What follows belongs to an exercise in optimizing a design on an open flow for small area; a production flow would make more cautious choices. Only simulation tests tie the RTL to the original design; equivalence was not proved. Power figures rest on the tool's default switching activity, not on a simulated workload.

north:
// rf_top
module rf_top(clk, reset, rot_a, rot_b, bits, line1, line2);
For scale: roughly 1900 cells after synthesis, roughly 40 I/O pins, about 22000 µm² of cells after synthesis.
export LEC_CHECK = 0
export CAP_MARGIN = 20
export CORE_MARGIN = 2
export CORE_UTILIZATION = 40
export CTS_CLUSTER_DIAMETER = 100
export CTS_CLUSTER_SIZE = 26
export PLACE_DENSITY = 0.8
export SLEW_MARGIN = 20
export SYNTH_HIERARCHICAL = 1
create_clock -name core_clock -period 7.5 [get_ports {clk}]
standard.sh (not shown) runs the stock make flow with config.mk's settings and CLKGATE_MAP_FILE= SYNTH_SCRIPT=/design/flow/synth_recipe.tcl, a recipe that flattens the netlist after the stock synthesis.
==> flow/flow/run.sh <==
#!/bin/bash
# The standard layout (standard.sh), with one change: the ports are
# buffered with sky130_fd_sc_hd__buf_1 instead of the default port buffer.
# make's output goes to make.log here; ORFS keeps each step's own log under
# orfs/logs/.
set -euo pipefail
cd "$(dirname "$0")/.."
bash standard.sh "BUFFER_PORTS_ARGS=-buffer_cell sky130_fd_sc_hd__buf_1" finish > make.log 2>&1
Input changes introduced in south (baseline for comparison: north):
# north
export LEC_CHECK = 0
export CAP_MARGIN = 20
export CORE_MARGIN = 2
export CORE_UTILIZATION = 40
export CTS_CLUSTER_DIAMETER = 100
export CTS_CLUSTER_SIZE = 26
export PLACE_DENSITY = 0.8
export SLEW_MARGIN = 20
export SYNTH_HIERARCHICAL = 1
create_clock -name core_clock -period 7.5 [get_ports {clk}]
# south
export LEC_CHECK = 0
export CAP_MARGIN = 20
export CORE_MARGIN = 2
export CORE_UTILIZATION = 40
export CTS_CLUSTER_DIAMETER = 100
export CTS_CLUSTER_SIZE = 26
export PLACE_DENSITY = 0.75
export SLEW_MARGIN = 20
export SYNTH_HIERARCHICAL = 1
create_clock -name core_clock -period 7.5 [get_ports {clk}]
### Flow results
On number of global-route vias before repair, north and south are neck and neck. In the tables for north and south, worst hold slack reads higher with south. In terms of cell area, south and north differ only marginally. Of south and north, it is south that has the lower maximum resistive drop on vdd. south -> north: multiplexer fraction of the synthesized cell area delta 0, exact match.
### south -> east
# south
export LEC_CHECK = 0
export CAP_MARGIN = 20
export CORE_MARGIN = 2
export CORE_UTILIZATION = 40
export CTS_CLUSTER_DIAMETER = 100
export CTS_CLUSTER_SIZE = 26
export PLACE_DENSITY = 0.75
export SLEW_MARGIN = 20
export SYNTH_HIERARCHICAL = 1
create_clock -name core_clock -period 7.5 [get_ports {clk}]
# east
export LEC_CHECK = 0
export CAP_MARGIN = 20
export CORE_MARGIN = 2
export CORE_UTILIZATION = 40
export CTS_CLUSTER_DIAMETER = 100
export CTS_CLUSTER_SIZE = 26
export SLEW_MARGIN = 20
export SYNTH_HIERARCHICAL = 1
create_clock -name core_clock -period 7.5 [get_ports {clk}]
Results
east went all the way through the flow, and no timing, DRC or antenna check failed.
On east: shortest period the worst path allows is 0.22 ns lower than what south gave.
Compared with south, in east non-clock buffer count in the final layout went up by 8; worst setup slack shows an increase of 0.22 ns.
Compared with south, east shows maximum frequency that has gone up by a few percent.
When the final numbers for south and east were put side by side, the met2 track demand over resource in global routing turned out to be greater in east.
Total power of east is higher than that of south.
In east, growth of design area from synthesis to finish is higher than in south.
The number of iterations in the first detailed-routing pass in east was lower than what south gave.
east vs south: final wirelength up by a few percent
Diff south -> east | overall routing resource usage | increase of 1.3 points
## Diff of input files: west against east
# east
export LEC_CHECK = 0
export CAP_MARGIN = 20
export CORE_MARGIN = 2
export CORE_UTILIZATION = 40
export CTS_CLUSTER_DIAMETER = 100
export CTS_CLUSTER_SIZE = 26
export SLEW_MARGIN = 20
export SYNTH_HIERARCHICAL = 1
create_clock -name core_clock -period 7.5 [get_ports {clk}]
# west
export LEC_CHECK = 0
export CAP_MARGIN = 20
export CORE_MARGIN = 2
export CORE_UTILIZATION = 40
export CTS_CLUSTER_DIAMETER = 110
export CTS_CLUSTER_SIZE = 29
export PLACE_DENSITY = 0.75
export SLEW_MARGIN = 20
export SYNTH_HIERARCHICAL = 1
create_clock -name core_clock -period 7.5 [get_ports {clk}]
Looking at east and west, the cell count after placement is a wash. east → west: area taken by multi-input logic gates decreased 54 µm², final period demand of the worst path shows an increase of 0.13 ns. From east to west the numbers moved as follows: routability-driven placement congestion ratio climbed 4.9%; non-clock buffer count dropped 11%; worst hold slack climbed 0.0098 ns; critical path data required time dropped 0.04 ns; number of standard cells in the final layout excluding fillers dropped 0.52%. west: final instance area is 240 µm² lower than what east reported. | fmax | west vs east | about 2% lower |. Status: non-clock inverter instance count of the final layout parity (east, west).
Setup changes, west to middle
# west
export LEC_CHECK = 0
export CAP_MARGIN = 20
export CORE_MARGIN = 2
export CORE_UTILIZATION = 40
export CTS_CLUSTER_DIAMETER = 110
export CTS_CLUSTER_SIZE = 29
export PLACE_DENSITY = 0.75
export SLEW_MARGIN = 20
export SYNTH_HIERARCHICAL = 1
create_clock -name core_clock -period 7.5 [get_ports {clk}]
# middle
export LEC_CHECK = 0
export CAP_MARGIN = 20
export CORE_MARGIN = 2
export CORE_UTILIZATION = 40
export CTS_CLUSTER_DIAMETER = 100
export CTS_CLUSTER_SIZE = 26
export GPL_ROUTABILITY_DRIVEN = 0
export PLACE_DENSITY = 0.7
export SLEW_MARGIN = 20
export SYNTH_HIERARCHICAL = 1
create_clock -name core_clock -period 7.5 [get_ports {clk}]
[summary]
west and middle ended up with roughly the same average vias per placed instance. middle vs west: worst hold margin down in middle. west -> middle: met1 usage in global routing flat. Comparing non-clock buffer count for middle and west, the smaller number came from west. When middle is measured against west, its relative contribution of the clock network to total power turns out 1.3 points higher. Run comparison: west highest metal layer with signal wires met4; middle highest metal layer with signal wires met5. On data arrival at the endpoint of the critical path: middle sits above west. Combinational group power: west vs middle, no meaningful difference. Utilization delta (middle -> west): insignificant. Comparing middle with west, the via count of the routed design came out essentially unchanged.

==> re-timing with driven ports <==
The flow's constraints put no driver on any port. The routed layouts listed below were extracted and timed again, unchanged, in two steps. Step 1, drivers: a clkbuf_16 drives clk and a buf_2 each remaining input, both assumed. Step 2 adds t to the input delays and takes it off the output delays; t is the mean of the earliest and latest rising clock arrival at the registers after step 1. Input paths then give back, and output paths get back, about the clock's delay inside the block. a / b / c = no drivers / after step 1 / after step 2; a / b = the first two.
run	shift t [ns]	setup slack, ns	slew at the worst register clock pin (ns)
north	0.665	0.625 / 0.625 / 0.625	0.12 / 0.12
south	0.661	0.732 / 0.732 / 0.732	0.11 / 0.11
east	0.662	0.953 / 0.953 / 0.953	0.12 / 0.12
west	0.647	0.823 / 0.823 / 0.823	0.12 / 0.12
middle	0.650	0.595 / 0.595 / 0.595	0.11 / 0.11
After both steps every run listed still meets setup and hold.
